This design comes from an exercise in tuning for small area, a short achievable clock period and few clock cycles per item on the open sky130 flow, not from production work. In this exercise RTL edits were held to simulation tests only and were not proved equivalent to the original. Power figures rest on the tool's default switching activity, not on a simulated workload.

## flow/config.mk

```make
export PLATFORM = sky130hd
export DESIGN_NAME = MD5
export DESIGN_NICKNAME = MD5
export VERILOG_FILES = /design/flow/design.v
export SDC_FILE = /design/flow/constraint.sdc
export NUM_CORES = 8
export LEC_CHECK = 0
export ABC_AREA = 1
export CAP_MARGIN = 8
export CORE_MARGIN = 2
export CORE_UTILIZATION = 40
export SETUP_SLACK_MARGIN = 4.0
export SLEW_MARGIN = 8
export SYNTH_HIERARCHICAL = 1
```

## flow/design.v

```verilog
module MD5_core(
    input wire clk,
    input wire reset_n,
    input wire init,
    input wire next,
    input wire block_wr,
    input wire [3:0] block_addr,
    input wire [31:0] block_data,
    output wire [127:0] digest,
    output wire ready
);
localparam A0 = 32'h67452301;
localparam B0 = 32'hefcdab89;
localparam C0 = 32'h98badcfe;
localparam D0 = 32'h10325476;
function [31:0] K(input [5:0] i);
    begin
        case (i)
            6'd0: K = 32'hd76aa478;
            6'd1: K = 32'he8c7b756;
            6'd2: K = 32'h242070db;
            6'd3: K = 32'hc1bdceee;
            6'd4: K = 32'hf57c0faf;
            6'd5: K = 32'h4787c62a;
            6'd6: K = 32'ha8304613;
            6'd7: K = 32'hfd469501;
            6'd8: K = 32'h698098d8;
            6'd9: K = 32'h8b44f7af;
            6'd10: K = 32'hffff5bb1;
            6'd11: K = 32'h895cd7be;
            6'd12: K = 32'h6b901122;
            6'd13: K = 32'hfd987193;
            6'd14: K = 32'ha679438e;
            6'd15: K = 32'h49b40821;
            6'd16: K = 32'hf61e2562;
            6'd17: K = 32'hc040b340;
            6'd18: K = 32'h265e5a51;
            6'd19: K = 32'he9b6c7aa;
            6'd20: K = 32'hd62f105d;
            6'd21: K = 32'h02441453;
            6'd22: K = 32'hd8a1e681;
            6'd23: K = 32'he7d3fbc8;
            6'd24: K = 32'h21e1cde6;
            6'd25: K = 32'hc33707d6;
            6'd26: K = 32'hf4d50d87;
            6'd27: K = 32'h455a14ed;
            6'd28: K = 32'ha9e3e905;
            6'd29: K = 32'hfcefa3f8;
            6'd30: K = 32'h676f02d9;
            6'd31: K = 32'h8d2a4c8a;
            6'd32: K = 32'hfffa3942;
            6'd33: K = 32'h8771f681;
            6'd34: K = 32'h6d9d6122;
            6'd35: K = 32'hfde5380c;
            6'd36: K = 32'ha4beea44;
            6'd37: K = 32'h4bdecfa9;
            6'd38: K = 32'hf6bb4b60;
            6'd39: K = 32'hbebfbc70;
            6'd40: K = 32'h289b7ec6;
            6'd41: K = 32'heaa127fa;
            6'd42: K = 32'hd4ef3085;
            6'd43: K = 32'h04881d05;
            6'd44: K = 32'hd9d4d039;
            6'd45: K = 32'he6db99e5;
            6'd46: K = 32'h1fa27cf8;
            6'd47: K = 32'hc4ac5665;
            6'd48: K = 32'hf4292244;
            6'd49: K = 32'h432aff97;
            6'd50: K = 32'hab9423a7;
            6'd51: K = 32'hfc93a039;
            6'd52: K = 32'h655b59c3;
            6'd53: K = 32'h8f0ccc92;
            6'd54: K = 32'hffeff47d;
            6'd55: K = 32'h85845dd1;
            6'd56: K = 32'h6fa87e4f;
            6'd57: K = 32'hfe2ce6e0;
            6'd58: K = 32'ha3014314;
            6'd59: K = 32'h4e0811a1;
            6'd60: K = 32'hf7537e82;
            6'd61: K = 32'hbd3af235;
            6'd62: K = 32'h2ad7d2bb;
            6'd63: K = 32'heb86d391;
        endcase
    end
endfunction
function [31:0] rot2(input [31:0] x, input [3:0] sr, input [4:0] sq);
    reg [31:0] t;
    begin
        t = ({32{sr[0]}} & x) | ({32{sr[1]}} & {x[30:0], x[31]}) |
            ({32{sr[2]}} & {x[29:0], x[31:30]}) | ({32{sr[3]}} & {x[28:0], x[31:29]});
        rot2 = ({32{sq[0]}} & {t[27:0], t[31:28]}) | ({32{sq[1]}} & {t[23:0], t[31:24]}) |
               ({32{sq[2]}} & {t[19:0], t[31:20]}) | ({32{sq[3]}} & {t[15:0], t[31:16]}) |
               ({32{sq[4]}} & {t[11:0], t[31:12]});
    end
endfunction
function [31:0] rotl(input [31:0] x, input [15:0] s);
    begin
        rotl = ({32{s[0]}} & {x[24:0], x[31:25]}) |
        ({32{s[1]}} & {x[19:0], x[31:20]}) |
        ({32{s[2]}} & {x[14:0], x[31:15]}) |
        ({32{s[3]}} & {x[9:0], x[31:10]}) |
        ({32{s[4]}} & {x[26:0], x[31:27]}) |
        ({32{s[5]}} & {x[22:0], x[31:23]}) |
        ({32{s[6]}} & {x[17:0], x[31:18]}) |
        ({32{s[7]}} & {x[11:0], x[31:12]}) |
        ({32{s[8]}} & {x[27:0], x[31:28]}) |
        ({32{s[9]}} & {x[20:0], x[31:21]}) |
        ({32{s[10]}} & {x[15:0], x[31:16]}) |
        ({32{s[11]}} & {x[8:0], x[31:9]}) |
        ({32{s[12]}} & {x[25:0], x[31:26]}) |
        ({32{s[13]}} & {x[21:0], x[31:22]}) |
        ({32{s[14]}} & {x[16:0], x[31:17]}) |
        ({32{s[15]}} & {x[10:0], x[31:11]});
    end
endfunction
function [31:0] bswap(input [31:0] w);
    begin
        bswap = {w[7:0], w[15:8], w[23:16], w[31:24]};
    end
endfunction
reg [31:0] blk [0:15];
reg [31:0] h0_reg, h1_reg, h2_reg, h3_reg;   
reg [31:0] b_reg, c_reg, d_reg;
reg [31:0] pre_reg;
wire        prep, pv, reload, step, do_init, bwe, w_bus;
wire [5:0]  rnd;
wire [15:0] gsel;
wire [3:0]  fsel, rlo;
wire [4:0]  rhi;
md5_ctl ctl(
    .clk(clk),
    .reset_n(reset_n),
    .init(init),
    .next(next),
    .block_wr(block_wr),
    .block_addr(block_addr),
    .ready(ready),
    .prep(prep),
    .pv(pv),
    .reload(reload),
    .step(step),
    .do_init(do_init),
    .bwe(bwe),
    .w_bus(w_bus),
    .rnd(rnd),
    .gsel(gsel),
    .fsel(fsel),
    .rlo(rlo),
    .rhi(rhi)
);
reg [31:0] w_mem;
integer i;
always @(*) begin
    w_mem = 32'h0;
    for (i = 0; i < 16; i = i + 1)
        w_mem = w_mem | ({32{gsel[i]}} & blk[i]);
end
wire [31:0] w_sel   = w_bus ? block_data : w_mem;
wire [31:0] pre_new = (pv ? d_reg : pre_reg) + K(rnd) + w_sel;
wire [31:0] f_val   = ({32{fsel[0]}} & (d_reg ^ (b_reg & (c_reg ^ d_reg)))) |
                      ({32{fsel[1]}} & (c_reg ^ (d_reg & (b_reg ^ c_reg)))) |
                      ({32{fsel[2]}} & (b_reg ^ c_reg ^ d_reg)) |
                      ({32{fsel[3]}} & (c_reg ^ (b_reg | ~d_reg)));
wire [31:0] b_new   = b_reg + rot2(pre_reg + f_val, rlo, rhi);
wire [31:0] h_sum   = h0_reg + b_reg;
assign digest = {bswap(h0_reg), bswap(h1_reg), bswap(h2_reg), bswap(h3_reg)};
always @(posedge clk) begin
    if (bwe)
        blk[block_addr] <= block_data;
    if (reload)
        pre_reg <= h0_reg;
    else if (prep)
        pre_reg <= pre_new;
    else if (pv)
        pre_reg <= d_reg;
    if (reload) begin
        b_reg <= h1_reg;
        c_reg <= h2_reg;
        d_reg <= h3_reg;
    end
    else if (pv) begin
        b_reg <= b_new;
        c_reg <= b_reg;
        d_reg <= c_reg;
    end
    if (do_init) begin
        h0_reg <= A0;
        h1_reg <= B0;
        h2_reg <= C0;
        h3_reg <= D0;
    end
    else if (step) begin
        h0_reg <= h3_reg;
        h1_reg <= h_sum;
        h2_reg <= h1_reg;
        h3_reg <= h2_reg;
    end
end
endmodule
module md5_ctl(
    input wire clk,
    input wire reset_n,
    input wire init,
    input wire next,
    input wire block_wr,
    input wire [3:0] block_addr,
    output wire ready,
    output wire prep,        
    output wire pv,          
    output wire reload,      
    output wire step,        
    output wire do_init,     
    output wire bwe,         
    output wire w_bus,       
    output wire [5:0] rnd,   
    output wire [15:0] gsel,
    output wire [3:0] fsel,
    output wire [3:0] rlo,
    output wire [4:0] rhi
);
function [3:0] GIX(input [5:0] i);
    begin
        case (i)
            6'd0: GIX = 4'd0;
            6'd1: GIX = 4'd1;
            6'd2: GIX = 4'd2;
            6'd3: GIX = 4'd3;
            6'd4: GIX = 4'd4;
            6'd5: GIX = 4'd5;
            6'd6: GIX = 4'd6;
            6'd7: GIX = 4'd7;
            6'd8: GIX = 4'd8;
            6'd9: GIX = 4'd9;
            6'd10: GIX = 4'd10;
            6'd11: GIX = 4'd11;
            6'd12: GIX = 4'd12;
            6'd13: GIX = 4'd13;
            6'd14: GIX = 4'd14;
            6'd15: GIX = 4'd15;
            6'd16: GIX = 4'd1;
            6'd17: GIX = 4'd6;
            6'd18: GIX = 4'd11;
            6'd19: GIX = 4'd0;
            6'd20: GIX = 4'd5;
            6'd21: GIX = 4'd10;
            6'd22: GIX = 4'd15;
            6'd23: GIX = 4'd4;
            6'd24: GIX = 4'd9;
            6'd25: GIX = 4'd14;
            6'd26: GIX = 4'd3;
            6'd27: GIX = 4'd8;
            6'd28: GIX = 4'd13;
            6'd29: GIX = 4'd2;
            6'd30: GIX = 4'd7;
            6'd31: GIX = 4'd12;
            6'd32: GIX = 4'd5;
            6'd33: GIX = 4'd8;
            6'd34: GIX = 4'd11;
            6'd35: GIX = 4'd14;
            6'd36: GIX = 4'd1;
            6'd37: GIX = 4'd4;
            6'd38: GIX = 4'd7;
            6'd39: GIX = 4'd10;
            6'd40: GIX = 4'd13;
            6'd41: GIX = 4'd0;
            6'd42: GIX = 4'd3;
            6'd43: GIX = 4'd6;
            6'd44: GIX = 4'd9;
            6'd45: GIX = 4'd12;
            6'd46: GIX = 4'd15;
            6'd47: GIX = 4'd2;
            6'd48: GIX = 4'd0;
            6'd49: GIX = 4'd7;
            6'd50: GIX = 4'd14;
            6'd51: GIX = 4'd5;
            6'd52: GIX = 4'd12;
            6'd53: GIX = 4'd3;
            6'd54: GIX = 4'd10;
            6'd55: GIX = 4'd1;
            6'd56: GIX = 4'd8;
            6'd57: GIX = 4'd15;
            6'd58: GIX = 4'd6;
            6'd59: GIX = 4'd13;
            6'd60: GIX = 4'd4;
            6'd61: GIX = 4'd11;
            6'd62: GIX = 4'd2;
            6'd63: GIX = 4'd9;
        endcase
    end
endfunction
function [4:0] rot_amt(input [5:0] i);
    begin
        case ({i[5:4], i[1:0]})
            4'd0: rot_amt = 5'd7;
            4'd1: rot_amt = 5'd12;
            4'd2: rot_amt = 5'd17;
            4'd3: rot_amt = 5'd22;
            4'd4: rot_amt = 5'd5;
            4'd5: rot_amt = 5'd9;
            4'd6: rot_amt = 5'd14;
            4'd7: rot_amt = 5'd20;
            4'd8: rot_amt = 5'd4;
            4'd9: rot_amt = 5'd11;
            4'd10: rot_amt = 5'd16;
            4'd11: rot_amt = 5'd23;
            4'd12: rot_amt = 5'd6;
            4'd13: rot_amt = 5'd10;
            4'd14: rot_amt = 5'd15;
            4'd15: rot_amt = 5'd21;
        endcase
    end
endfunction
reg [3:0]  fsel_reg;     
reg [3:0]  rlo_reg;      
reg [4:0]  rhi_reg;      
reg        pstep_reg;    
reg        plast_reg;    
reg [3:0]  gidx_reg;     
reg        pv_reg;       
reg [6:0]  cnt_reg;      
reg        busy_reg;
reg        fin_reg;      
reg        reload_reg;
wire idle    = ~busy_reg;
wire go      = next & idle;
wire cnt_lo  = ~cnt_reg[6] & ~cnt_reg[5] & ~cnt_reg[4];    
wire match   = bwe & cnt_lo & ~reload_reg & (block_addr == cnt_reg[3:0]);
wire inval   = bwe & (cnt_reg[4] | (cnt_lo & (block_addr < cnt_reg[3:0])));
wire clear   = do_init | inval | reload_reg;
wire [6:0] cnt_inc = cnt_reg + 7'd1;
assign ready   = idle;
assign do_init = init & idle;
assign bwe     = block_wr & idle;
assign prep    = match | ((busy_reg | (go & ~cnt_lo)) & ~cnt_reg[6] & ~reload_reg);
assign step    = (pv_reg & pstep_reg) | fin_reg;
assign w_bus   = idle & cnt_lo;
assign pv      = pv_reg;
assign reload  = reload_reg;
assign rnd     = cnt_reg[5:0];
assign gsel    = 16'h0001 << gidx_reg;
assign fsel    = fsel_reg;
assign rlo     = rlo_reg;
assign rhi     = rhi_reg;
always @(posedge clk or negedge reset_n) begin
    if (!reset_n) begin
        busy_reg   <= 1'b0;
        pv_reg     <= 1'b0;
        cnt_reg    <= 7'd0;
        gidx_reg   <= 4'd0;
        fin_reg    <= 1'b0;
        reload_reg <= 1'b0;
    end
    else begin
        fin_reg    <= pv_reg & plast_reg;
        reload_reg <= fin_reg | do_init | inval;
        if (go)
            busy_reg <= 1'b1;
        else if (pv_reg & plast_reg)
            busy_reg <= 1'b0;
        if (clear) begin
            cnt_reg  <= 7'd0;
            gidx_reg <= 4'd0;
            pv_reg   <= 1'b0;
        end
        else begin
            pv_reg <= prep;
            if (prep) begin
                cnt_reg  <= cnt_inc;
                gidx_reg <= GIX(cnt_inc[5:0]);
            end
        end
    end
end
always @(posedge clk) begin
    if (prep) begin
        fsel_reg  <= 4'h1 << cnt_reg[5:4];
        rlo_reg   <= 4'h1 << (rot_amt(cnt_reg[5:0]) & 5'd3);
        rhi_reg   <= 5'h1 << ((rot_amt(cnt_reg[5:0]) >> 2) - 5'd1);
        pstep_reg <= (cnt_reg[5:0] >= 6'd61);
        plast_reg <= (cnt_reg[5:0] == 6'd63);
    end
end
endmodule
module MD5(
    input wire clk,
    input wire reset_n,
    input wire cs,
    input wire we,
    input wire [7:0] address,
    input wire [31:0] write_data,
    output wire [31:0] read_data
);
wire         ready;
wire [127:0] digest;
wire wr       = cs & we;
wire ctrl_wr  = wr & (address == 8'h08);
wire block_wr = wr & (address[7:4] == 4'h2);
MD5_core core(
    .clk(clk),
    .reset_n(reset_n),
    .init(ctrl_wr & write_data[0] & ~write_data[1]),
    .next(ctrl_wr & write_data[1] & ~write_data[0]),
    .block_wr(block_wr),
    .block_addr(address[3:0]),
    .block_data(write_data),
    .digest(digest),
    .ready(ready)
);
MD5_read rd_mux(
    .address(address),
    .ready(ready),
    .digest(digest),
    .read_data(read_data)
);
endmodule
module MD5_read(
    input wire [7:0] address,
    input wire ready,
    input wire [127:0] digest,
    output reg [31:0] read_data
);
localparam CORE_NAME0   = 32'h6d643520;    
localparam CORE_NAME1   = 32'h68617368;    
localparam CORE_VERSION = 32'h302e3120;    
always @(*) begin
    case (address)
        8'h00: read_data = CORE_NAME0;
        8'h01: read_data = CORE_NAME1;
        8'h02: read_data = CORE_VERSION;
        8'h09: read_data = {31'h0, ready};
        8'h40: read_data = digest[127:96];
        8'h41: read_data = digest[95:64];
        8'h42: read_data = digest[63:32];
        8'h43: read_data = digest[31:0];
        default: read_data = 32'h0;
    endcase
end
endmodule
```

## flow/constraint.sdc

```tcl
create_clock -name core_clock -period 9.0 [get_ports {clk}]
set_input_delay 1.8000 -clock core_clock [delete_from_list [all_inputs] [get_ports {clk}]]
set_output_delay 1.8000 -clock core_clock [all_outputs]
set_load 0.01 [all_outputs]
```

## flow/flow/run.sh

```bash
#!/bin/bash
# The standard layout (the standard.sh), with one change to synthesis: Yosys does not map
# adders to the library's full/half-adder cells (ADDER_MAP_FILE is empty), so ABC maps the
# adders' logic together with the rest. Registers are mapped exactly as in the standard synthesis.
# make's full output goes to flow_make.log; ORFS keeps each step's log under orfs/logs/.
set -euo pipefail
bash standard.sh ADDER_MAP_FILE= finish > flow_make.log 2>&1
```

## flow/standard.sh

```bash
#!/bin/bash
# synth_recipe.tcl (not shown) runs the flow's synth.tcl, then flattens the netlist and writes it again
# the make line also repeats each setting of config.mk as NAME=value (left out here)
make -C /OpenROAD-flow-scripts/flow DESIGN_CONFIG=/design/flow/config.mk WORK_HOME=/design/flow/orfs CLKGATE_MAP_FILE= SYNTH_SCRIPT=/design/flow/synth_recipe.tcl "${@:-finish}"
```

==> flow_summary.toml, run 1 <==
[outcome]
status = "finished clean"

[setup_path]
criticalPathCategory = "in2out"
crit_fanout = 9
end_kind = "output pin"
cp-start-kind = "primary input"
required_ns = 7.20
cp_data_arrival_time_ns = 3.13

[logic_synthesis]
synth_mux_area_frac = 0.0002074
synth_nets = 6508
synth-compound-area-share = 0.1224
syn-cell-area_um2 = 48270
synth_top_area_frac = 0.3876
synthCells = 6464
synth-edff-count = 623
synthArstFlopShare = 0.01880
synth_top_area_cell = "edfxtp_1"
synth_warnings = 9
synth_top_family_by_area = "simple AND/OR/NAND/NOR gates"
synth_seq_area_share = 0.4617
synth_fa_ha_area_frac = 0.0004148
synthFlopType = "edfxtp_1"
synth.distinct_cells = 66
synth_simple_gate_area_frac = 0.3264
syn_avg_cell_area_um2 = 7.467
synth.area.top_cells = "edfxtp_1, nand2_1, dfxtp_1, nand3_1, nor2_1"
synth_xor_area_frac = 0.01579
yosys_register_bits = 798

[power]
leakage_nw = 24.22
peakVddDrop_uv = 185.0
powerDensity_nw_per_um2 = 160.8

[clock_network]
clk_path_buf_depth = 3
clock-sinks = 798
cts_tree = "yes"
htreeDepth = 3
cts_buffers = 87
cts_root_buf = "clkbuf_16"
cts.clk_slew.worst_paths_ns = 0.06
postCtsHoldBufs = 0
clk_latency_ns = 0.71

[route]
drtPass1Iterations = 9
met2WireLength_um = 89470
detail_route.wl_per_cell_um = 23.77
via_count = 47110
top_layer_used = "met5"
vias_per_cell = 5.666
drcViolationCount = 0
drt-met1-wl_um = 78750
detail_route.iter0.violations = 5228
ant_nets = 0
met3WireLength_um = 17350
wl_um = 197600

[die]
row_count = 127
die_h_um = 351.4
core_area_um2 = 119800
initial_core_util = 0.4028
die_x_um = 351.4
die_area_um2 = 123500
pin_count = 76

[global_routing]
grt_pass1_wl_um = 285500
grt_usage = 0.3126
grt_pass1_vias = 43100
grt_max_degree = 102
gr-total-overflow = 0
antenna_found_initial = 10

[sta]
maxSlewViolCount = 0
worst_pin_slew_ns = 1.248
skew_ns = 0.07650
setup_tns_ns = 0
setup_viol = 0
rsz0062_at_grt = "true"
fmax_ghz = 0.2028
holdWs_ns = 0.4788
setup_ws_ns = 4.070
slew_headroom = 0.1677
fin_crit_sh = 0.5478
report.final.hold_viol_count = 0
finalCriticalPeriod_ns = 4.930

[layout]
regMostFlops = "core.blk"
fin_nets = 6667
num-fill-cells = 11940
multi_input_area_um2 = 23600
seq_area_um2 = 22300
drive_gt1_frac = 0.1322
area_delta_synth_final_pct = 16.57
largest_reg_flops = 512

[placement]
portBuffers = 75
post-place-ws_ns = 2.569
dp_hpwl_um = 138100
gp_congestion = 1.017

[flow_run]
cap_violations = 0

[worst_hold_path]
hold_path.class = "reg2reg"
==> cell usage after synthesis (20+ instances only) <==
cell type,n
nand2_1,2018
nor2_1,643
nand3_1,633
edfxtp_1,623
inv_1,586
o21ai_0,408
a21oi_1,249
dfxtp_1,160
clkbuf_1,140
nand2_2,107
nand4_1,101
nor2_2,68
xor2_1,68
inv_2,54
o211ai_1,52
buf_2,51
a221oi_1,49
a22o_1,43
nor3_1,39
o21ai_1,35
o22ai_1,29
buf_4,25
a211oi_1,21
a31oi_1,20
==> logic make-up (layout without fill, tap and decap cells) <==
| kind of cell | Yosys count | after routing |
|---|---|---|
| simple gates | 3690 | 3696 |
| compound gates | 1001 | 1001 |
| buf+inv | 885 | 1111 |
| flops | 798 | 798 |
| xor+xnor | 87 | 87 |
| fa+ha+maj | 2 | 2 |
| mux | 1 | 1 |
| other cells | 0 | 6 |
==> cell usage in the layout (no fill, tap or decap), drive strengths merged, types with 8 or more instances in the layout <==
| cell type | netlist | routed |
|---|---|---|
| a21o | 13 | 13 |
| clkbuf | 140 | 124 |
| nor2 | 722 | 728 |
| a21oi | 254 | 254 |
| o211ai | 52 | 52 |
| a22o | 43 | 43 |
| o21ai | 450 | 450 |
| o311ai | 8 | 8 |
| or2 | 30 | 30 |
| a221oi | 49 | 49 |
| nand3 | 642 | 642 |
| a21boi | 15 | 15 |
| xnor2 | 19 | 19 |
| a211oi | 21 | 21 |
| clkinv | 5 | 44 |
| clkdlybuf4s50 | 0 | 19 |
| a31oi | 20 | 20 |
| and2 | 8 | 8 |
| buf | 99 | 252 |
| nand2 | 2127 | 2127 |
| xor2 | 68 | 68 |
| o2111ai | 9 | 9 |
| inv | 640 | 639 |
| clkdlybuf4s15 | 0 | 8 |
| nand4 | 105 | 105 |
| o31ai | 10 | 10 |
| dfrtp | 15 | 15 |
| dlymetal6s2s | 0 | 16 |
| nor3 | 44 | 44 |
| o22ai | 29 | 29 |
| edfxtp | 623 | 623 |
| dfxtp | 160 | 160 |
==> metal layers <==
layer	up-vias	global-route usage
li1	22020	-
met1	22460	0.4086
met2	2167	0.5008
met3	451	0.04916
met4	8	0.1618
met5	-	0
==> metrics by stage <==
stage	utilization	area [um2]	total power, W	std cells
after floorplan	-	48270	0.004924	6464
after global placement	0.4233	50720	0.005334	7985
after detailed placement	0.4233	50720	0.005338	7985
after CTS	0.4567	54720	0.008990	8222
after global routing	0.4695	56250	0.009356	8310
final	0.4696	56260	0.009049	8314
==> cell type report <==
cell class	instances	area share
multi-input cells	4787	0.4195
inverters	645	0.04368
diodes	6	0.0002669
clock buffers	115	0.04241
well taps	1612	0.03585
clock inverters	47	0.009763
repair buffers	304	0.05219
flip-flops and latches	798	0.3963
==> worst paths after layout <==
kind                       slack, ns                          endpoint                               start  cells past startpoint
min                             0.48        core.ctl.fin_reg$_DFF_PN0_        core.ctl.plast_reg$_DFFE_PP_                      2
min in group asynchronous       1.64  core.ctl.gidx_reg[3]$_DFFE_PN0P_                             reset_n                      1
min reg2reg                     0.48        core.ctl.fin_reg$_DFF_PN0_        core.ctl.plast_reg$_DFFE_PP_                      2
max in group asynchronous       6.66     core.ctl.reload_reg$_DFF_PN0_                             reset_n                      1
max reg2reg                     4.15          core.b_reg[25]$_DFFE_PP_  core.ctl.fsel_reg[3]$_SDFFCE_PN0P_                     28
max                             4.07                     read_data[31]                          address[5]                     11
==> modules after synthesis (local to each module, per instance) <==
module / flip-flops and latches / times used / area, um2
MD5_core: 768 / 1 / 44980
md5_ctl: 30 / 1 / 1729
MD5_read: 0 / 1 / 1485
MD5: 0 / 1 / 71.32
==> power by group <==
part | internal, W | switching [W] | total, W | leakage (nW)
Clock | 0.00207 | 0.00159 | 0.00365 | 1.42
Combinational | 0.000394 | 0.000970 | 0.00136 | 15.7
Sequential | 0.00400 | 0.0000340 | 0.00403 | 7.08
==> critical path, cell delays in order <==
cell	delay [ns]
clkbuf_2	0.10
inv_2	0.09
nand2_8	0.07
buf_4	0.13
buf_4	0.17
nor2_4	0.09
buf_4	0.17
buf_4	0.13
nand3_1	0.06
nand4_1	0.14
buf_2	0.16
==> repair_timing <==
action / in CTS / in global routing
buffers inserted: 62 / 83
endpoints found under the setup margin: 89 / 83
cloned: 13 / 3
pin swaps: 28 / 42
gates resized for setup: 226 / 259
Testbench counts, summed over its fixed seeds: cycles 13,695, blocks 192.
==> inputs of run 2 (changes only) <==
--- a/flow/config.mk
+++ b/flow/config.mk
@@ -6,9 +6,11 @@
 export NUM_CORES = 8
 export LEC_CHECK = 0
 export ABC_AREA = 1
-export CAP_MARGIN = 8
+export CAP_MARGIN = 20
 export CORE_MARGIN = 2
 export CORE_UTILIZATION = 40
+export CTS_CLUSTER_DIAMETER = 220
+export CTS_CLUSTER_SIZE = 18
 export SETUP_SLACK_MARGIN = 4.0
-export SLEW_MARGIN = 8
+export SLEW_MARGIN = 20
 export SYNTH_HIERARCHICAL = 1
==> run 2 against run 1 <==
Net effect: first-iteration DRC count up 6.5%; hold slack improved by 0.0083 ns; largest cell class unchanged; final cell count decreased by 0.78%; core utilization down 1.1 points; design area decreased by 2.4%; critical endpoint is now read_data[10]; area after synthesis stayed put; sequential cell count is the same.
==> flow_summary.toml, run 2 <==
[route]
wl_um = 196800
ant_nets = 0
detail_route.iter0.violations = 5568
drtPass1Iterations = 7
detail_route.wl_per_cell_um = 23.86
drcViolationCount = 0
vias_per_cell = 5.668
via_count = 46750

[sta]
report.final.hold_viol_count = 0
fin_crit_sh = 0.5458
slew_headroom = 0.2409
finalCriticalPeriod_ns = 4.912
rsz0062_at_grt = "false"
setup_tns_ns = 0
fmax_ghz = 0.2036
worst_pin_slew_ns = 1.139
setup_viol = 0
skew_ns = 0.08718
maxSlewViolCount = 0

[global_routing]
grt_usage = 0.3107
grt_max_degree = 102
gr-total-overflow = 0
antenna_found_initial = 6
grt_pass1_vias = 42630
grt_pass1_wl_um = 283600

[placement]
dp_hpwl_um = 138100
portBuffers = 75
placed_cell_area_um2 = 50720
gp_congestion = 1.017

[power]
leakage_nw = 23.42
powerDensity_nw_per_um2 = 142.2
finalPower_w = 0.007807
peakVddDrop_uv = 155.0

[die]
pin_count = 76
die_area_um2 = 123500
initial_core_util = 0.4028
die_h_um = 351.4
row_count = 127
die_x_um = 351.4
core_area_um2 = 119800

[logic_synthesis]
synth_nets = 6508
syn-cell-area_um2 = 48270
synth_warnings = 9
synth.distinct_cells = 66
synthFlopType = "edfxtp_1"
synthCells = 6464
yosysMostFrequentCell = "nand2_1"
synthArstFlopShare = 0.01880
synth_seq_area_share = 0.4617
yosys-top-cells-count = "nand2_1, nor2_1, nand3_1"
synth-edff-count = 623
synth_top_area_frac = 0.3876
synth.area.top_cells = "edfxtp_1, nand2_1, dfxtp_1, nand3_1, nor2_1"
syn_avg_cell_area_um2 = 7.467
yosys_register_bits = 798
synth_top_area_cell = "edfxtp_1"

[worst_hold_path]
hold_depth = 2
hold_path.class = "reg2reg"

[layout]
final_cell_area_um2 = 54900
final_cell_mix = "nand2_1, edfxtp_1, nand3_1"
largest_reg_flops = 512
fin_nets = 6633
num-fill-cells = 12120
final_common_cell = "nand2_1"
area_delta_synth_final_pct = 13.74
drive_gt1_frac = 0.1292
regMostFlops = "core.blk"

[clock_network]
clk_latency_ns = 0.72
clock-sinks = 798
postCtsHoldBufs = 0
cts_tree = "yes"
cts_buffers = 50
cts_root_buf = "clkbuf_16"
cts.clk_slew.worst_paths_ns = 0.08
htreeDepth = 2
clk_path_buf_depth = 3

[setup_path]
cp-start-kind = "primary input"
cp_data_arrival_time_ns = 3.11
crit_cells = 11
cpPeakStageDelay_ns = 0.22
criticalPathCategory = "in2out"
reg2reg_depth = 32
cpMaxStageDelayCell = "clkdlybuf4s15_2"
required_ns = 7.20
crit_buf_inv = 6
cp_common_cell = "nand2_1"
path_delay_family = "buffers and inverters"
cp_cell_sequence = "clkbuf_4 > inv_4 > nand2_8 > nor2_4 > buf_6 > buf_12 > nand3_1 > nand2_1 > inv_1 > nand2_1 > clkdlybuf4s15_2"
end_kind = "output pin"
crit_fanout = 8

[flow_run]
cap_violations = 0

[outcome]
status = "finished clean"
## run 2: changes by cell type in the layout (fill, tap and decap cells not counted), sizes merged, moves of 3 or more
cell           delta
buf               +3
dlymetal6s2s      -7
clkdlybuf4s50     +7
clkinv           -37
bufinv            -6
clkbuf           -26
## run 2: cell families (layout without fill, tap and decap cells)
logic type	count (synthesis)	in the layout	synth area share
xor+xnor	87	87	0.01579
simple gates	3690	3696	0.3264
mux	1	1	0.0002074
fa+ha+maj	2	2	0.0004148
buf+inv	885	1046	0.07313
compound gates	1001	1001	0.1224
flops	798	798	0.4617
other cells	0	6	0
## run 2: Yosys stat by module (local to each module, per instance)
module	times used	cell area, um2	cells	flip-flops and latches
MD5_core	1	44980	5901	768
md5_ctl	1	1729	234	30
MD5_read	1	1485	314	0
MD5	1	71.32	15	0
## run 2: worst register-to-register path: cells and delay by family, from the launching register on
| family | cells | cell delay, ns |
|---|---|---|
| buffers and inverters | 4 | 0.57 |
| AO/OA/AOI/OAI | 1 | 0.08 |
| flip-flops | 1 | 0.56 |
| AND/OR/NAND/NOR | 27 | 3.40 |
## run 2: what timing repair did
item                                    4_1_cts  5_1_grt
endpoints found under the setup margin       89       79
pin swaps                                    32       60
buffers inserted                             62       87
gates resized for setup                     219      292
cloned                                       12        2
## run 2: cell type report
| type | instances | area [um2] | share of cell area |
|---|---|---|---|
| Antenna cell | 6 | 15.01 | 0.0002735 |
| Inverter | 645 | 2445 | 0.04453 |
| Multi-Input combinational cell | 4787 | 23740 | 0.4324 |
| Clock inverter | 4 | 96.34 | 0.001755 |
| Tap cell | 1612 | 2017 | 0.03674 |
| Clock buffer | 90 | 1401 | 0.02553 |
| Timing Repair Buffer | 307 | 2892 | 0.05267 |
| Sequential cell | 798 | 22300 | 0.4061 |
## run 2: metal layers
layer	track usage	up-vias	routed length [um]	part of all wire
li1	-	21900	-	-
met1	0.4052	22310	78870	0.40
met2	0.5004	2148	89710	0.46
met3	0.05401	403	17190	0.087
met4	0.1492	0	11050	0.056
met5	0	-	0	0
## run 2: final timing paths
kind	startpoint	end	slack (ns)
max	address[3]	read_data[10]	4.09
min	core.ctl.plast_reg$_DFFE_PP_	core.ctl.fin_reg$_DFF_PN0_	0.49
max reg2reg	core.b_reg[21]$_DFFE_PP_	core.b_reg[28]$_DFFE_PP_	4.14
min reg2reg	core.ctl.plast_reg$_DFFE_PP_	core.ctl.fin_reg$_DFF_PN0_	0.49
max in group asynchronous	reset_n	core.ctl.cnt_reg[1]$_DFFE_PN0P_	6.75
min in group asynchronous	reset_n	core.ctl.reload_reg$_DFF_PN0_	1.61
## run 2: where the power goes
part           internal, W  leakage, nW  total (W)  switching [W]
clock network      0.00107        0.703    0.00240        0.00132
logic             0.000403         15.6    0.00138       0.000980
registers          0.00399         7.08    0.00403      0.0000347
total              0.00547         23.4    0.00781        0.00234
## run 2: metrics by stage
| stage | cells | setup WS [ns] | utilization | hold slack [ns] |
|---|---|---|---|---|
| floorplan | 6464 | 3.579 | - | 0.4266 |
| global placement | 7985 | 2.641 | 0.4233 | 0.4732 |
| detailed placement | 7985 | 2.569 | 0.4233 | 0.4755 |
| CTS | 8153 | 3.958 | 0.4444 | 0.4896 |
| global route | 8245 | 3.932 | 0.4581 | 0.5179 |
| finish | 8249 | 4.088 | 0.4582 | 0.4870 |
==> inputs of run 3 (changes only) <==
--- a/flow/config.mk
+++ b/flow/config.mk
@@ -9,8 +9,8 @@
 export CAP_MARGIN = 20
 export CORE_MARGIN = 2
 export CORE_UTILIZATION = 40
-export CTS_CLUSTER_DIAMETER = 220
-export CTS_CLUSTER_SIZE = 18
-export SETUP_SLACK_MARGIN = 4.0
+export CTS_CLUSTER_DIAMETER = 250
+export CTS_CLUSTER_SIZE = 16
+export SETUP_SLACK_MARGIN = 4.1
 export SLEW_MARGIN = 20
 export SYNTH_HIERARCHICAL = 1
==> run 3 against run 2 <==
Net effect: still clean; via count is 0.66% higher; power is 2.1% higher; combinational power hardly changed; synthesized cell count stayed put; setup slack better by 0.070 ns; hold slack worse by 0.016 ns; clock power is 5% higher; clock-buffer cell count is 11 higher; final cell count is 0.42% higher; fmax is 1.5% higher; critical endpoint is now read_data[8].
==> flow_summary.toml, run 3 <==
[outcome]
status = "finished clean"

[setup_path]
required_ns = 7.20
cp_data_arrival_time_ns = 3.04
cp-start-kind = "primary input"
crit_fanout = 8
end_kind = "output pin"
criticalPathCategory = "in2out"

[logic_synthesis]
synth.distinct_cells = 66
synth_top_area_frac = 0.3876
synthFlopType = "edfxtp_1"
synth_seq_area_share = 0.4617
synthCells = 6464
synth-edff-count = 623
synthArstFlopShare = 0.01880
yosys_register_bits = 798
synth_warnings = 9
yosysMostFrequentCell = "nand2_1"
synth.area.top_cells = "edfxtp_1, nand2_1, dfxtp_1, nand3_1, nor2_1"
syn-cell-area_um2 = 48270
syn_avg_cell_area_um2 = 7.467
synth_top_area_cell = "edfxtp_1"
synth_nets = 6508
yosys-top-cells-count = "nand2_1, nor2_1, nand3_1"

[sta]
slew_headroom = 0.2587
fmax_ghz = 0.2065
setup_tns_ns = 0
maxSlewViolCount = 0
report.final.hold_viol_count = 0
fin_crit_sh = 0.5380
finalCriticalPeriod_ns = 4.842
worst_pin_slew_ns = 1.112
skew_ns = 0.06200
rsz0062_at_grt = "true"
setup_viol = 0

[placement]
gp_congestion = 1.017
dp_hpwl_um = 138100
placed_cell_area_um2 = 50720
portBuffers = 75
dp_cells = 7985

[power]
finalPower_w = 0.007968
powerDensity_nw_per_um2 = 143.0
leakage_nw = 23.84
peakVddDrop_uv = 171.4

[layout]
final_cell_area_um2 = 55700
drive_gt1_frac = 0.1401
regMostFlops = "core.blk"
fin_nets = 6664
final_common_cell = "nand2_1"
area_delta_synth_final_pct = 15.40
largest_reg_flops = 512
final_cells = 8284
num-fill-cells = 12040
fin_util = 0.4649
final_cell_mix = "nand2_1, edfxtp_1, nand3_1"

[route]
detail_route.wl_per_cell_um = 23.92
drtPass1Iterations = 7
vias_per_cell = 5.681
detail_route.iter0.violations = 5267
via_count = 47060
wl_um = 198200
drcViolationCount = 0
ant_nets = 0

[die]
die_x_um = 351.4
initial_core_util = 0.4028
pin_count = 76
die_area_um2 = 123500
core_area_um2 = 119800
row_count = 127
die_h_um = 351.4

[clock_network]
htreeDepth = 2
cts_root_buf = "clkbuf_16"
cts.clk_slew.worst_paths_ns = 0.09
cts_buffers = 55
cts_tree = "yes"
postCtsHoldBufs = 0
clock-sinks = 798
clk_path_buf_depth = 3
clk_latency_ns = 0.72

[flow_run]
cap_violations = 0

[global_routing]
antenna_found_initial = 7
grt_pass1_vias = 42730
grt_max_degree = 102
grt_pass1_wl_um = 285500
gr-total-overflow = 0
grt_usage = 0.3126

[worst_hold_path]
hold_path.class = "reg2reg"
run 3: worst max-delay path, cell delays in order:
cell	delay (ns)
buf_6	0.10
inv_4	0.06
nand2_8	0.06
nor2_4	0.10
buf_12	0.18
buf_12	0.16
buf_12	0.11
buf_16	0.11
nand3_1	0.06
nand2_1	0.07
nor2_1	0.04
nand2_1	0.05
buf_2	0.12
run 3: layout make-up:
| type | instances | area (um2) | area share |
|---|---|---|---|
| multi-input cells | 4787 | 24040 | 0.4316 |
| flip-flops and latches | 798 | 22300 | 0.4004 |
| repair buffers | 333 | 3232 | 0.05802 |
| inverters | 645 | 2472 | 0.04439 |
| well taps | 1612 | 2017 | 0.03621 |
| clock buffers | 101 | 1602 | 0.02875 |
| clock inverters | 1 | 20.02 | 0.0003594 |
| diodes | 7 | 17.52 | 0.0003145 |
run 3: metal layers:
layer | routed length [um] | GRT usage | share of wire
met5 | 13 | 0 | 0.000066
met1 | 78630 | 0.4075 | 0.40
met3 | 18100 | 0.05306 | 0.091
met2 | 89730 | 0.5035 | 0.45
met4 | 11680 | 0.1521 | 0.059
run 3: cell families after synthesis:
group / after synthesis / synth area share
buffers and inverters: 885 / 0.07313
DFF: 798 / 0.4617
adders and majority gates: 2 / 0.0004148
AOI/OAI and AO/OA: 1001 / 0.1224
and+or+nand+nor: 3690 / 0.3264
muxes: 1 / 0.0002074
xor gates and xnor gates: 87 / 0.01579
run 3: final timing paths:
check / startpoint / endpoint / slack (ns) / depth (start not counted)
min in group asynchronous: reset_n / core.ctl.cnt_reg[4]$_DFFE_PN0P_ / 1.63 / 1
hold / removal: core.ctl.plast_reg$_DFFE_PP_ / core.ctl.fin_reg$_DFF_PN0_ / 0.47 / 2
setup reg to reg: core.ctl.fsel_reg[3]$_SDFFCE_PN0P_ / core.b_reg[28]$_DFFE_PP_ / 4.17 / 31
setup / recovery: address[4] / read_data[8] / 4.16 / 13
max in group asynchronous: reset_n / core.ctl.gidx_reg[3]$_DFFE_PN0P_ / 6.69 / 1
hold reg to reg: core.ctl.plast_reg$_DFFE_PP_ / core.ctl.fin_reg$_DFF_PN0_ / 0.47 / 2
run 3: timing repair:
item	CTS	global route
pin swaps	40	74
buffers inserted	67	105
resized for setup	266	373
endpoints found under the setup margin	90	81
gates cloned	14	3
run 3: metrics by stage:
stage	setup slack [ns]	hold WS, ns
floorplan	3.579	0.4266
global placement	2.641	0.4732
detailed placement	2.569	0.4755
CTS	4.101	0.4812
global route	4.061	0.5265
finish	4.158	0.4711
run 3: power breakdown:
part	internal [W]	leakage [nW]	total, W	switching (W)
Combinational	0.000415	16.0	0.00141	0.000991
Sequential	0.00399	7.08	0.00403	0.0000360
Clock	0.00120	0.770	0.00253	0.00133
run 3: Yosys stat by module (local to each module, per instance):
module    flip-flops and latches  cells  area, um2  copies in the design
MD5_core                     768   5901      44980                     1
MD5                            0     15      71.32                     1
md5_ctl                       30    234       1729                     1
MD5_read                       0    314       1485                     1
==> inputs of run 4 (changes only) <==
--- a/flow/config.mk
+++ b/flow/config.mk
@@ -11,6 +11,6 @@
 export CORE_UTILIZATION = 40
 export CTS_CLUSTER_DIAMETER = 250
 export CTS_CLUSTER_SIZE = 16
-export SETUP_SLACK_MARGIN = 4.1
+export SETUP_SLACK_MARGIN = 4.0
 export SLEW_MARGIN = 20
 export SYNTH_HIERARCHICAL = 1
==> run 4 against run 3 <==
Net effect: critical endpoint is now read_data[22]; synthesized cell count unchanged; largest power group unchanged; power decreased by 0.51%; first-iteration DRC count increased by 3.0%; final cell count decreased by 0.25%; sequential share of layout area increased by 0.47 points; clock power about the same.
==> flow_summary.toml, run 4 <==
[sta]
fin_crit_sh = 0.5503
rsz0062_at_grt = "true"
maxSlewViolCount = 0
fmax_ghz = 0.2019
holdWs_ns = 0.4692
worst_pin_slew_ns = 1.114
report.final.hold_viol_count = 0
setup_viol = 0
finalCriticalPeriod_ns = 4.953
slew_headroom = 0.2573
skew_ns = 0.05829
setup_tns_ns = 0
setup_ws_ns = 4.047

[flow_run]
cap_violations = 0

[placement]
post-place-ws_ns = 2.569
dp_hpwl_um = 138100
portBuffers = 75
gp_congestion = 1.017

[layout]
regMostFlops = "core.blk"
largest_reg_flops = 512
final_cell_mix = "nand2_1, edfxtp_1, nand3_1"
num-fill-cells = 12110
final_common_cell = "nand2_1"
drive_gt1_frac = 0.1267
fin_nets = 6646
area_delta_synth_final_pct = 14.02

[logic_synthesis]
synth-edff-count = 623
synthFlopType = "edfxtp_1"
synth_seq_area_share = 0.4617
synthArstFlopShare = 0.01880
syn_avg_cell_area_um2 = 7.467
synth.distinct_cells = 66
synth_warnings = 9
synth.area.top_cells = "edfxtp_1, nand2_1, dfxtp_1, nand3_1, nor2_1"
yosys_register_bits = 798
synthCells = 6464
yosys-top-cells-count = "nand2_1, nor2_1, nand3_1"
synth_top_area_cell = "edfxtp_1"
syn-cell-area_um2 = 48270
synth_nets = 6508
synth_top_area_frac = 0.3876
yosysMostFrequentCell = "nand2_1"

[clock_network]
htreeDepth = 2
clk_latency_ns = 0.72
cts_buffers = 55
clk_path_buf_depth = 3
cts_root_buf = "clkbuf_16"
cts_tree = "yes"
postCtsHoldBufs = 0
clock-sinks = 798
cts.clk_slew.worst_paths_ns = 0.09

[setup_path]
startpoint = "address[4]"
criticalPathCategory = "in2out"
end_kind = "output pin"
crit_fanout = 5
cp-start-kind = "primary input"
required_ns = 7.20
cp_data_arrival_time_ns = 3.15
r2r-start = "core.ctl.fsel_reg[3]$_SDFFCE_PN0P_"

[route]
wl_um = 196600
drcViolationCount = 0
detail_route.wl_per_cell_um = 23.79
drtPass1Iterations = 6
ant_nets = 0
vias_per_cell = 5.661
via_count = 46770
detail_route.iter0.violations = 5427

[die]
die_h_um = 351.4
pin_count = 76
row_count = 127
die_x_um = 351.4
core_area_um2 = 119800
die_area_um2 = 123500
initial_core_util = 0.4028

[global_routing]
grt_max_degree = 102
grt_pass1_wl_um = 284900
gr-total-overflow = 0
grt_pass1_vias = 42730
grt_usage = 0.3119
antenna_found_initial = 6

[power]
leakage_nw = 23.58
peakVddDrop_uv = 171.3
powerDensity_nw_per_um2 = 144.0

[worst_hold_path]
hold_path.class = "reg2reg"
worstHoldStart = "core.ctl.plast_reg$_DFFE_PP_"

[outcome]
status = "finished clean"
run 4: cell counts after synthesis:
No cell type changed its count.
run 4: report_power, final:
part	switching [W]	total, W	internal (W)
sequential	0.0000342	0.00403	0.00399
clock	0.00133	0.00253	0.00120
combinational	0.000970	0.00137	0.000399
total	0.00234	0.00793	0.00559
run 4: modules after synthesis, one instance, submodules excluded:
module / times used / area (um2)
md5_ctl: 1 / 1729
MD5_read: 1 / 1485
MD5: 1 / 71.32
MD5_core: 1 / 44980
run 4: logic make-up (layout without fill, tap and decap cells):
logic type      count (synthesis)  after routing  share of synthesized area
fa+ha+maj                       2              2                  0.0004148
flops                         798            798                     0.4617
buf+inv                       885           1062                    0.07313
xor+xnor                       87             87                    0.01579
compound gates               1001           1001                     0.1224
other cells                     0              4                          0
mux                             1              1                  0.0002074
simple gates                 3690           3696                     0.3264
run 4: per-layer routing:
metal,track usage,up-vias,part of all wire
met3,0.05206,438,0.086
met1,0.4084,22320,0.40
met4,0.1552,2,0.061
li1,-,21930,-
met5,0,-,0.000056
met2,0.4995,2091,0.45
run 4: layout make-up:
cell class,instances,area (um2),area share
multi-input cells,4787,23640,0.4296
flip-flops and latches,798,22300,0.4051
repair buffers,315,2994,0.05440
inverters,645,2454,0.04458
well taps,1612,2017,0.03665
clock buffers,101,1602,0.02910
clock inverters,1,20.02,0.0003638
diodes,4,10.01,0.0001819
run 4: path summary, 6_finish.rpt:
kind / endpoint / slack [ns] / depth (start not counted)
hold reg to reg: core.ctl.fin_reg$_DFF_PN0_ / 0.47 / 2
setup reg to reg: core.b_reg[28]$_DFFE_PP_ / 4.12 / 31
max in group asynchronous: core.ctl.reload_reg$_DFF_PN0_ / 6.75 / 1
hold / removal: core.ctl.fin_reg$_DFF_PN0_ / 0.47 / 2
min in group asynchronous: core.ctl.cnt_reg[4]$_DFFE_PN0P_ / 1.61 / 1
setup / recovery: read_data[22] / 4.05 / 13
run 4: through the flow:
step	util	total power (W)	area, um2	cells
global route	0.4593	0.008214	55030	8261
floorplan	-	0.004924	48270	6464
finish	0.4593	0.007927	55040	8263
global placement	0.4233	0.005334	50720	7985
detailed placement	0.4233	0.005338	50720	7985
CTS	0.4463	0.007855	53470	8166
run 4: critical path: stages:
cell,delay (ns)
clkbuf_2,0.11
inv_2,0.10
nand2_8,0.07
nor2_4,0.11
buf_12,0.15
buf_12,0.13
buf_12,0.11
buf_16,0.11
nand3_1,0.10
nand2_2,0.09
nor2_1,0.04
nand2_1,0.07
buf_2,0.13
run 4: repair_timing:
item / CTS / global route
gates resized for setup: 238 / 259
endpoints found under the setup margin: 89 / 81
cloned: 14 / 2
pin swaps: 32 / 52
setup buffers: 65 / 90
==> inputs of run 5 (changes only) <==
--- a/flow/design.v
+++ b/flow/design.v
@@ -93,26 +93,6 @@
                ({32{sq[4]}} & {t[11:0], t[31:12]});
     end
 endfunction
-function [31:0] rotl(input [31:0] x, input [15:0] s);
-    begin
-        rotl = ({32{s[0]}} & {x[24:0], x[31:25]}) |
-        ({32{s[1]}} & {x[19:0], x[31:20]}) |
-        ({32{s[2]}} & {x[14:0], x[31:15]}) |
-        ({32{s[3]}} & {x[9:0], x[31:10]}) |
-        ({32{s[4]}} & {x[26:0], x[31:27]}) |
-        ({32{s[5]}} & {x[22:0], x[31:23]}) |
-        ({32{s[6]}} & {x[17:0], x[31:18]}) |
-        ({32{s[7]}} & {x[11:0], x[31:12]}) |
-        ({32{s[8]}} & {x[27:0], x[31:28]}) |
-        ({32{s[9]}} & {x[20:0], x[31:21]}) |
-        ({32{s[10]}} & {x[15:0], x[31:16]}) |
-        ({32{s[11]}} & {x[8:0], x[31:9]}) |
-        ({32{s[12]}} & {x[25:0], x[31:26]}) |
-        ({32{s[13]}} & {x[21:0], x[31:22]}) |
-        ({32{s[14]}} & {x[16:0], x[31:17]}) |
-        ({32{s[15]}} & {x[10:0], x[31:11]});
-    end
-endfunction
 function [31:0] bswap(input [31:0] w);
     begin
         bswap = {w[7:0], w[15:8], w[23:16], w[31:24]};
--- a/flow/config.mk
+++ b/flow/config.mk
@@ -9,8 +9,9 @@
 export CAP_MARGIN = 20
 export CORE_MARGIN = 2
 export CORE_UTILIZATION = 40
-export CTS_CLUSTER_DIAMETER = 250
-export CTS_CLUSTER_SIZE = 16
+export CTS_CLUSTER_DIAMETER = 220
+export CTS_CLUSTER_SIZE = 18
+export GPL_ROUTABILITY_DRIVEN = 0
 export SETUP_SLACK_MARGIN = 4.0
 export SLEW_MARGIN = 20
 export SYNTH_HIERARCHICAL = 1
==> run 5 against run 4 <==
Net effect: largest power group unchanged; design area decreased by 0.50%; sequential power about the same; clock skew decreased by 0.022 ns; sequential share of layout area increased by 0.21 points; clock power decreased by 6%; non-clock buffer count decreased by 11; highest routed layer unchanged; final cell count decreased by 0.16%.
==> flow_summary.toml, run 5 <==
[outcome]
status = "finished clean"

[logic_synthesis]
synth_mux_area_frac = 0.0002074
synth.distinct_cells = 66
synth_fa_ha_area_frac = 0.0004148
yosysMostFrequentCell = "nand2_1"
synthFlopType = "edfxtp_1"
syn_avg_cell_area_um2 = 7.467
synthArstFlopShare = 0.01880
synth_simple_gate_area_frac = 0.3264
yosys-top-cells-count = "nand2_1, nor2_1, nand3_1"
synth_top_area_cell = "edfxtp_1"
yosys_register_bits = 798
syn-cell-area_um2 = 48270
synth.area.top_cells = "edfxtp_1, nand2_1, dfxtp_1, nand3_1, nor2_1"
synthCells = 6464
synth-edff-count = 623
synth-compound-area-share = 0.1224
synth_xor_area_frac = 0.01579
synth_seq_area_share = 0.4617
synth_top_family_by_area = "simple AND/OR/NAND/NOR gates"
synth_top_area_frac = 0.3876
synth_nets = 6508
synth_warnings = 9

[clock_network]
cts_tree = "yes"
cts_buffers = 50
cts.clk_slew.worst_paths_ns = 0.09
cts_root_buf = "clkbuf_16"
clk_path_buf_depth = 3
postCtsHoldBufs = 0
htreeDepth = 2
clk_latency_ns = 0.69
clock-sinks = 798

[layout]
multi_input_area_um2 = 23600
regMostFlops = "core.blk"
seq_area_um2 = 22300
fin_nets = 6637
final_cell_mix = "nand2_1, edfxtp_1, nand3_1"
drive_gt1_frac = 0.1229
final_cell_area_um2 = 54760
area_delta_synth_final_pct = 13.46
largest_reg_flops = 512
final_cells = 8250
final_common_cell = "nand2_1"
num-fill-cells = 11920

[setup_path]
r2r_slack_ns = 4.16
cp_data_arrival_time_ns = 3.16
crit_fanout = 8
required_ns = 7.20
cp-start-kind = "primary input"
end_kind = "output pin"
criticalPathCategory = "in2out"

[placement]
portBuffers = 75
dp_cells = 7985
post-place-ws_ns = 2.492
dp_hpwl_um = 129800
placed_cell_area_um2 = 50720

[die]
die_x_um = 351.4
pin_count = 76
core_area_um2 = 119800
die_area_um2 = 123500
initial_core_util = 0.4028
row_count = 127
die_h_um = 351.4

[sta]
worst_pin_slew_ns = 1.188
finalCriticalPeriod_ns = 4.960
rsz0062_at_grt = "true"
report.final.hold_viol_count = 0
holdWs_ns = 0.4902
slew_headroom = 0.2078
skew_ns = 0.03647
setup_tns_ns = 0
fmax_ghz = 0.2016
setup_viol = 0
setup_ws_ns = 4.040
fin_crit_sh = 0.5511
maxSlewViolCount = 0

[global_routing]
grt_pass1_vias = 42060
antenna_found_initial = 7
grt_pass1_wl_um = 272600
grt_usage = 0.2963
gr-total-overflow = 0
grt_max_degree = 106

[route]
wl_um = 188800
ant_nets = 0
detail_route.iter0.violations = 6190
vias_per_cell = 5.704
detail_route.wl_per_cell_um = 22.88
drcViolationCount = 0
drtPass1Iterations = 11
via_count = 47060

[worst_hold_path]
hold_path.class = "reg2reg"

[power]
leakage_nw = 23.45
peakVddDrop_uv = 195.3
powerDensity_nw_per_um2 = 141.4

[flow_run]
cap_violations = 0
run 5: per-stage QoR:
stage	total power, W	utilization
after floorplan	0.004924	-
after global placement	0.005304	0.4233
after detailed placement	0.005312	0.4233
after CTS	0.007670	0.4440
after global routing	0.008028	0.4570
final	0.007746	0.4571
run 5: routing by layer:
layer | vias up | track usage | routed length (um)
met5 | - | 0 | 31
met4 | 4 | 0.1473 | 11150
met3 | 482 | 0.05301 | 18270
met2 | 2462 | 0.4669 | 83950
met1 | 22200 | 0.3920 | 75400
li1 | 21910 | - | -
run 5: worst paths after layout:
kind	cells past startpoint	end	from
min in group asynchronous	1	core.ctl.cnt_reg[3]$_DFFE_PN0P_	reset_n
min reg2reg	2	core.ctl.fin_reg$_DFF_PN0_	core.ctl.plast_reg$_DFFE_PP_
max	11	read_data[13]	address[1]
max reg2reg	32	core.b_reg[26]$_DFFE_PP_	core.ctl.fsel_reg[3]$_SDFFCE_PN0P_
max in group asynchronous	1	core.ctl.reload_reg$_DFF_PN0_	reset_n
min	2	core.ctl.fin_reg$_DFF_PN0_	core.ctl.plast_reg$_DFFE_PP_
run 5: power breakdown:
group | switching, W | total [W] | internal [W]
clock network | 0.00132 | 0.00239 | 0.00107
registers | 0.0000322 | 0.00402 | 0.00399
logic | 0.000942 | 0.00133 | 0.000390
total | 0.00229 | 0.00775 | 0.00545
run 5: worst max-delay path: stages:
cell and delay, ns:
buf_4 0.17, inv_2 0.11, nand2_4 0.11, nor2_4 0.26
buf_12 0.15, nand2_8 0.07, nand2_4 0.10, a21oi_4 0.05
buf_12 0.13, nand2_1 0.06, clkbuf_2 0.13
run 5: cell families after synthesis:
| kind of cell | Yosys count |
|---|---|
| flops | 798 |
| fa+ha+maj | 2 |
| compound gates | 1001 |
| simple gates | 3690 |
| buf+inv | 885 |
| mux | 1 |
| xor+xnor | 87 |
run 5: final cells by class:
type | count | share of cell area
inverters | 645 | 0.04490
diodes | 5 | 0.0002285
multi-input cells | 4793 | 0.4309
clock buffers | 88 | 0.02545
repair buffers | 304 | 0.05260
repair inverters | 1 | 0.0001371
well taps | 1612 | 0.03683
clock inverters | 4 | 0.001759
flip-flops and latches | 798 | 0.4072
run 5: what timing repair did:
action	CTS	global route
gates resized for setup	195	255
buffers inserted	55	89
pin swaps	27	45
cloned	17	5
setup endpoints to repair	88	78
run 5: Yosys stat by module, one instance, submodules excluded:
module / flops+latches / cell area, um2 / times used / cells
MD5_core: 768 / 44980 / 1 / 5901
md5_ctl: 30 / 1729 / 1 / 234
MD5_read: 0 / 1485 / 1 / 314
MD5: 0 / 71.32 / 1 / 15
Testbench counts of run 5, summed over its fixed seeds: cycles 13,695, blocks 192.
==> inputs of run 6 (changes only) <==
--- a/flow/config.mk
+++ b/flow/config.mk
@@ -8,10 +8,10 @@
 export ABC_AREA = 1
 export CAP_MARGIN = 20
 export CORE_MARGIN = 2
-export CORE_UTILIZATION = 40
+export CORE_UTILIZATION = 45
 export CTS_CLUSTER_DIAMETER = 220
 export CTS_CLUSTER_SIZE = 18
-export GPL_ROUTABILITY_DRIVEN = 0
 export SETUP_SLACK_MARGIN = 4.0
 export SLEW_MARGIN = 20
 export SYNTH_HIERARCHICAL = 1
+export TNS_END_PERCENT = 5
==> run 6 against run 5 <==
Net effect: still clean on timing, DRC and antenna; fmax fell by 1.5%; sequential power about the same; clock-buffer cell count decreased by 1; synthesized cell count is the same; hold slack gained 0.021 ns; sequential share of layout area grew 0.85 points; sequential cell count is the same; non-clock buffer count shrank 55; via count is 2.5% lower; combinational power hardly changed; clock skew increased by 0.0073 ns; largest cell class unchanged.
==> flow_summary.toml, run 6 <==
[logic_synthesis]
synth-edff-count = 623
synth_top_area_cell = "edfxtp_1"
synth.area.top_cells = "edfxtp_1, nand2_1, dfxtp_1, nand3_1, nor2_1"
synthFlopType = "edfxtp_1"
yosys_register_bits = 798
synth.distinct_cells = 66
yosys-top-cells-count = "nand2_1, nor2_1, nand3_1"
syn_avg_cell_area_um2 = 7.467
synth_nets = 6508
yosysMostFrequentCell = "nand2_1"
synth_top_area_frac = 0.3876
synthArstFlopShare = 0.01880
syn-cell-area_um2 = 48270
synth_warnings = 9
synth_seq_area_share = 0.4617
synthCells = 6464

[setup_path]
cpPeakStageDelay_ns = 0.26
cp-start-kind = "primary input"
cp_data_arrival_time_ns = 3.23
cp_common_cell = "buf_12"
crit_fanout = 19
criticalPathCategory = "in2out"
cpMaxStageDelayCell = "dlygate4sd2_1"
end_kind = "output pin"
cp_cell_sequence = "dlygate4sd2_1 > inv_2 > nand2_2 > nor2_4 > buf_12 > buf_12 > buf_16 > nand3_1 > nand4_1 > clkdlybuf4s15_1"
required_ns = 7.20

[die]
initial_core_util = 0.4521
pin_count = 76
die_x_um = 331.5
die_h_um = 331.5
core_area_um2 = 106800
die_area_um2 = 109900
row_count = 120

[sta]
setup_viol = 0
finalCriticalPeriod_ns = 5.035
setup_tns_ns = 0
skew_ns = 0.04377
worst_pin_slew_ns = 1.210
rsz0062_at_grt = "true"
maxSlewViolCount = 0
report.final.hold_viol_count = 0
fmax_ghz = 0.1986
fin_crit_sh = 0.5594
slew_headroom = 0.1848

[power]
peakVddDrop_uv = 201.5
leakage_nw = 23.07
powerDensity_nw_per_um2 = 143.9

[clock_network]
cts_buffers = 50
cts.clk_slew.worst_paths_ns = 0.09
cts_root_buf = "clkbuf_16"
clk_path_buf_depth = 3
clock-sinks = 798
postCtsHoldBufs = 0
htreeDepth = 2
cts_tree = "yes"
clk_latency_ns = 0.70

[route]
ant_nets = 0
drcViolationCount = 0
drtPass1Iterations = 6
via_count = 45890
wl_um = 189100
detail_route.wl_per_cell_um = 23.72
detail_route.iter0.violations = 5200
vias_per_cell = 5.756

[layout]
final_common_cell = "nand2_1"
final_cells = 7973
fin_nets = 6574
final_cell_mix = "nand2_1, nand3_1, edfxtp_1"
regMostFlops = "core.blk"
fin_util = 0.5024
largest_reg_flops = 512
seq_area_um2 = 22300
drive_gt1_frac = 0.1070
num-fill-cells = 10420
area_delta_synth_final_pct = 11.12
multi_input_area_um2 = 23320

[global_routing]
grt_usage = 0.3318
gr-total-overflow = 0
antenna_found_initial = 5
grt_max_degree = 107
grt_pass1_wl_um = 273000
grt_pass1_vias = 41360

[outcome]
status = "finished clean"

[flow_run]
cap_violations = 0

[placement]
gp_congestion = 1.009
dp_hpwl_um = 132400
portBuffers = 75
dp_cells = 7767

[worst_hold_path]
hold_path.class = "reg2reg"
[run 6: cell counts after synthesis]
Identical to the previous run, type by type.
[run 6: report_power, final]
group / internal [W] / total, W / switching, W
sequential: 0.00399 / 0.00402 / 0.0000301
clock: 0.00107 / 0.00239 / 0.00132
combinational: 0.000376 / 0.00131 / 0.000931
[run 6: path summary, 6_finish.rpt]
| check | depth (start not counted) | slack, ns | start | endpoint |
|---|---|---|---|---|
| worst max-delay path | 10 | 3.97 | address[4] | read_data[4] |
| worst min-delay path | 2 | 0.51 | core.ctl.plast_reg$_DFFE_PP_ | core.ctl.fin_reg$_DFF_PN0_ |
| worst max register to register | 31 | 4.12 | core.ctl.fsel_reg[3]$_SDFFCE_PN0P_ | core.b_reg[26]$_DFFE_PP_ |
| worst min register to register | 2 | 0.51 | core.ctl.plast_reg$_DFFE_PP_ | core.ctl.fin_reg$_DFF_PN0_ |
| max in group asynchronous | 1 | 6.87 | reset_n | core.ctl.reload_reg$_DFF_PN0_ |
| min in group asynchronous | 1 | 1.57 | reset_n | core.ctl.gidx_reg[0]$_DFFE_PN0P_ |
[run 6: cell type report]
type,instances,area share
multi-input cells,4785,0.4348
flip-flops and latches,798,0.4157
inverters,645,0.04577
repair buffers,249,0.04318
well taps,1403,0.03273
clock buffers,87,0.02592
clock inverters,4,0.001796
repair inverters,1,0.00009331
diodes,1,0.00004666
[run 6: cells by family (layout without fill, tap and decap cells)]
kind of cell | after synthesis | in the layout | share of synthesized area
AOI/OAI and AO/OA | 1001 | 1001 | 0.1224
muxes | 1 | 1 | 0.0002074
and+or+nand+nor | 3690 | 3694 | 0.3264
buffers and inverters | 885 | 986 | 0.07313
DFF | 798 | 798 | 0.4617
other | 0 | 1 | 0
xor gates and xnor gates | 87 | 87 | 0.01579
adders and majority gates | 2 | 2 | 0.0004148
[run 6: metrics by stage]
step / total power (W) / area, um2 / setup WS (ns) / hold WS, ns
global route: 0.007992 / 53630 / 3.893 / 0.5410
detailed placement: 0.005321 / 50390 / 2.637 / 0.5019
CTS: 0.007674 / 52380 / 3.914 / 0.5194
finish: 0.007715 / 53630 / 3.965 / 0.5109
floorplan: 0.004924 / 48270 / 3.579 / 0.4266
global placement: 0.005315 / 50390 / 2.614 / 0.4844
[run 6: Yosys stat by module, one instance, submodules excluded]
module    times used  cell area [um2]  flops+latches  cells inside
MD5_core           1            44980            768          5901
md5_ctl            1             1729             30           234
MD5_read           1             1485              0           314
MD5                1            71.32              0            15
[run 6: layer usage]
layer,routed length (um),up-vias,share of wire,GRT usage
met4,12820,8,0.068,0.1882
li1,-,21770,-,-
met2,87520,2190,0.46,0.5453
met1,73630,21460,0.39,0.4222
met3,15080,470,0.080,0.04326
met5,45,-,0.00024,0
[run 6: what timing repair did]
action / in CTS / in global routing
gates resized for setup: 128 / 201
endpoints found under the setup margin: 84 / 84
hold endpoints to repair: 0 / 0
pin swaps: 16 / 20
setup buffers: 29 / 75
cloned: 7 / 3
[run 6: critical path, delay by kind of cell]
kind / cells / cell delay [ns]
buf+inv: 6 / 0.99
simple gates: 4 / 0.42
==> inputs of run 7 (changes only) <==
--- a/flow/config.mk
+++ b/flow/config.mk
@@ -11,7 +11,6 @@
 export CORE_UTILIZATION = 45
 export CTS_CLUSTER_DIAMETER = 220
 export CTS_CLUSTER_SIZE = 18
-export SETUP_SLACK_MARGIN = 4.0
+export SETUP_SLACK_MARGIN = 3.9
 export SLEW_MARGIN = 20
 export SYNTH_HIERARCHICAL = 1
-export TNS_END_PERCENT = 5
==> run 7 against run 6 <==
Net effect: clock skew fell by 0.0031 ns; highest routed layer unchanged; largest cell class unchanged; still clean on timing, DRC and antenna; hold slack improved by 0.0015 ns; first-iteration DRC count up 3.0%; power is essentially flat; critical path type unchanged; setup slack got worse by 0.019 ns; area after synthesis unchanged.
==> flow_summary.toml, run 7 <==
[outcome]
status = "finished clean"

[clock_network]
htreeDepth = 2
clk_path_buf_depth = 3
cts_tree = "yes"
cts_buffers = 50
clock-sinks = 798
postCtsHoldBufs = 0
clk_latency_ns = 0.69
cts.clk_slew.worst_paths_ns = 0.09
cts_root_buf = "clkbuf_16"

[global_routing]
antenna_found_initial = 5
grt_usage = 0.3318
grt_max_degree = 107
gr-total-overflow = 0
grt_pass1_vias = 41350
grt_pass1_wl_um = 273000

[logic_synthesis]
synthCells = 6464
synth_top_area_cell = "edfxtp_1"
yosys_register_bits = 798
synthFlopType = "edfxtp_1"
yosys-top-cells-count = "nand2_1, nor2_1, nand3_1"
synthArstFlopShare = 0.01880
synth.area.top_cells = "edfxtp_1, nand2_1, dfxtp_1, nand3_1, nor2_1"
synth.distinct_cells = 66
synth-edff-count = 623
synth_warnings = 9
syn-cell-area_um2 = 48270
yosysMostFrequentCell = "nand2_1"
syn_avg_cell_area_um2 = 7.467
synth_seq_area_share = 0.4617
synth_top_area_frac = 0.3876
synth_nets = 6508

[route]
via_count = 45940
ant_nets = 0
detail_route.wl_per_cell_um = 23.67
wl_um = 188600
detail_route.iter0.violations = 5355
drtPass1Iterations = 9
vias_per_cell = 5.763
drcViolationCount = 0

[layout]
largest_reg_flops = 512
fin_nets = 6572
multi_input_area_um2 = 23260
num-fill-cells = 10420
final_common_cell = "nand2_1"
final_cell_mix = "nand2_1, nand3_1, edfxtp_1"
area_delta_synth_final_pct = 10.98
seq_area_um2 = 22300
drive_gt1_frac = 0.1039
regMostFlops = "core.blk"

[sta]
setup_viol = 0
maxSlewViolCount = 0
finalCriticalPeriod_ns = 5.054
worst_pin_slew_ns = 1.150
slew_headroom = 0.2252
fin_crit_sh = 0.5615
fmax_ghz = 0.1979
setup_tns_ns = 0
skew_ns = 0.04063
report.final.hold_viol_count = 0
rsz0062_at_grt = "true"

[die]
core_area_um2 = 106800
initial_core_util = 0.4521
row_count = 120
die_x_um = 331.5
pin_count = 76
die_area_um2 = 109900
die_h_um = 331.5

[setup_path]
required_ns = 7.20
crit_fanout = 15
end_kind = "output pin"
cp_data_arrival_time_ns = 3.25
cp-start-kind = "primary input"
criticalPathCategory = "in2out"

[flow_run]
cap_violations = 0

[placement]
portBuffers = 75
gp_congestion = 1.009
dp_hpwl_um = 132400

[worst_hold_path]
hold_path.class = "reg2reg"

[power]
peakVddDrop_uv = 199.9
leakage_nw = 23.07
powerDensity_nw_per_um2 = 143.9
finalPower_w = 0.007709
-- run 7: cell counts after synthesis --
Identical to the previous run, type by type.
-- run 7: power by group --
| group | leakage (nW) | total (W) | internal (W) | switching [W] |
|---|---|---|---|---|
| clock network | 0.699 | 0.00238 | 0.00107 | 0.00131 |
| logic | 15.3 | 0.00131 | 0.000378 | 0.000928 |
| registers | 7.08 | 0.00402 | 0.00399 | 0.0000300 |
| total | 23.1 | 0.00771 | 0.00544 | 0.00227 |
-- run 7: worst paths after layout --
check,slack (ns),end,cells past startpoint,start
setup / recovery,3.95,read_data[25],8,address[2]
hold / removal,0.51,core.ctl.fin_reg$_DFF_PN0_,2,core.ctl.plast_reg$_DFFE_PP_
setup reg to reg,4.09,core.b_reg[25]$_DFFE_PP_,34,core.b_reg[4]$_DFFE_PP_
hold reg to reg,0.51,core.ctl.fin_reg$_DFF_PN0_,2,core.ctl.plast_reg$_DFFE_PP_
max in group asynchronous,6.86,core.ctl.reload_reg$_DFF_PN0_,1,reset_n
min in group asynchronous,1.57,core.ctl.gidx_reg[0]$_DFFE_PN0P_,1,reset_n
-- run 7: layer usage --
layer | routed length (um) | global-route usage | vias to the layer above | share of wire
met1 | 73870 | 0.4222 | 21630 | 0.39
met2 | 87520 | 0.5453 | 2106 | 0.46
li1 | - | - | 21760 | -
met3 | 14650 | 0.04326 | 440 | 0.078
met4 | 12570 | 0.1882 | 8 | 0.067
met5 | 46 | 0 | - | 0.00024
-- run 7: Yosys stat by module (local to each module, per instance) --
module / area [um2] / times used / cells
MD5: 71.32 / 1 / 15
MD5_core: 44980 / 1 / 5901
MD5_read: 1485 / 1 / 314
md5_ctl: 1729 / 1 / 234
-- run 7: what timing repair did --
| action | CTS | global route |
|---|---|---|
| setup endpoints to repair | 76 | 73 |
| cloned | 7 | 2 |
| buffers inserted | 28 | 75 |
| gates resized for setup | 125 | 180 |
| pin swaps | 16 | 20 |
-- run 7: kinds of logic after synthesis --
logic type	Yosys count	share of synthesized area
AND/OR/NAND/NOR	3690	0.3264
flip-flops	798	0.4617
AO/OA/AOI/OAI	1001	0.1224
multiplexers	1	0.0002074
adder cells (fa/ha/maj)	2	0.0004148
XOR/XNOR	87	0.01579
buffers and inverters	885	0.07313
-- run 7: metrics by stage --
step	util	hold slack (ns)	instance area (um2)	instances	setup WS (ns)
floorplan	-	0.4266	48270	6464	3.579
global placement	0.4721	0.4844	50390	7767	2.614
detailed placement	0.4721	0.5019	50390	7767	2.637
CTS	0.4904	0.5194	52350	7893	3.912
global route	0.5018	0.5410	53570	7971	3.876
finish	0.5018	0.5124	53570	7971	3.946
-- run 7: worst max-delay path: stages --
cell	delay, ns
buf_2	0.15
inv_2	0.11
nand2_8	0.09
buf_12	0.15
nor2_4	0.37
nand3_1	0.12
nand4_1	0.17
dlygate4sd2_1	0.29
-- run 7: cell type report --
type                    count  area share
well taps                1403     0.03277
flip-flops and latches    798      0.4162
multi-input cells        4785      0.4342
repair buffers            247     0.04307
repair inverters            1  0.00009343
diodes                      1  0.00004672
clock inverters             4    0.001799
inverters                 645     0.04583
clock buffers              87     0.02595

Re-timed with assumed drivers on the ports (clkbuf_16 on the clock, buf_2 on other inputs), run 7 has 3.927 ns of setup slack against 3.946 ns with ideal ports, and 3.400 ns once port delays also move by the mid clock arrival of 0.748 ns.
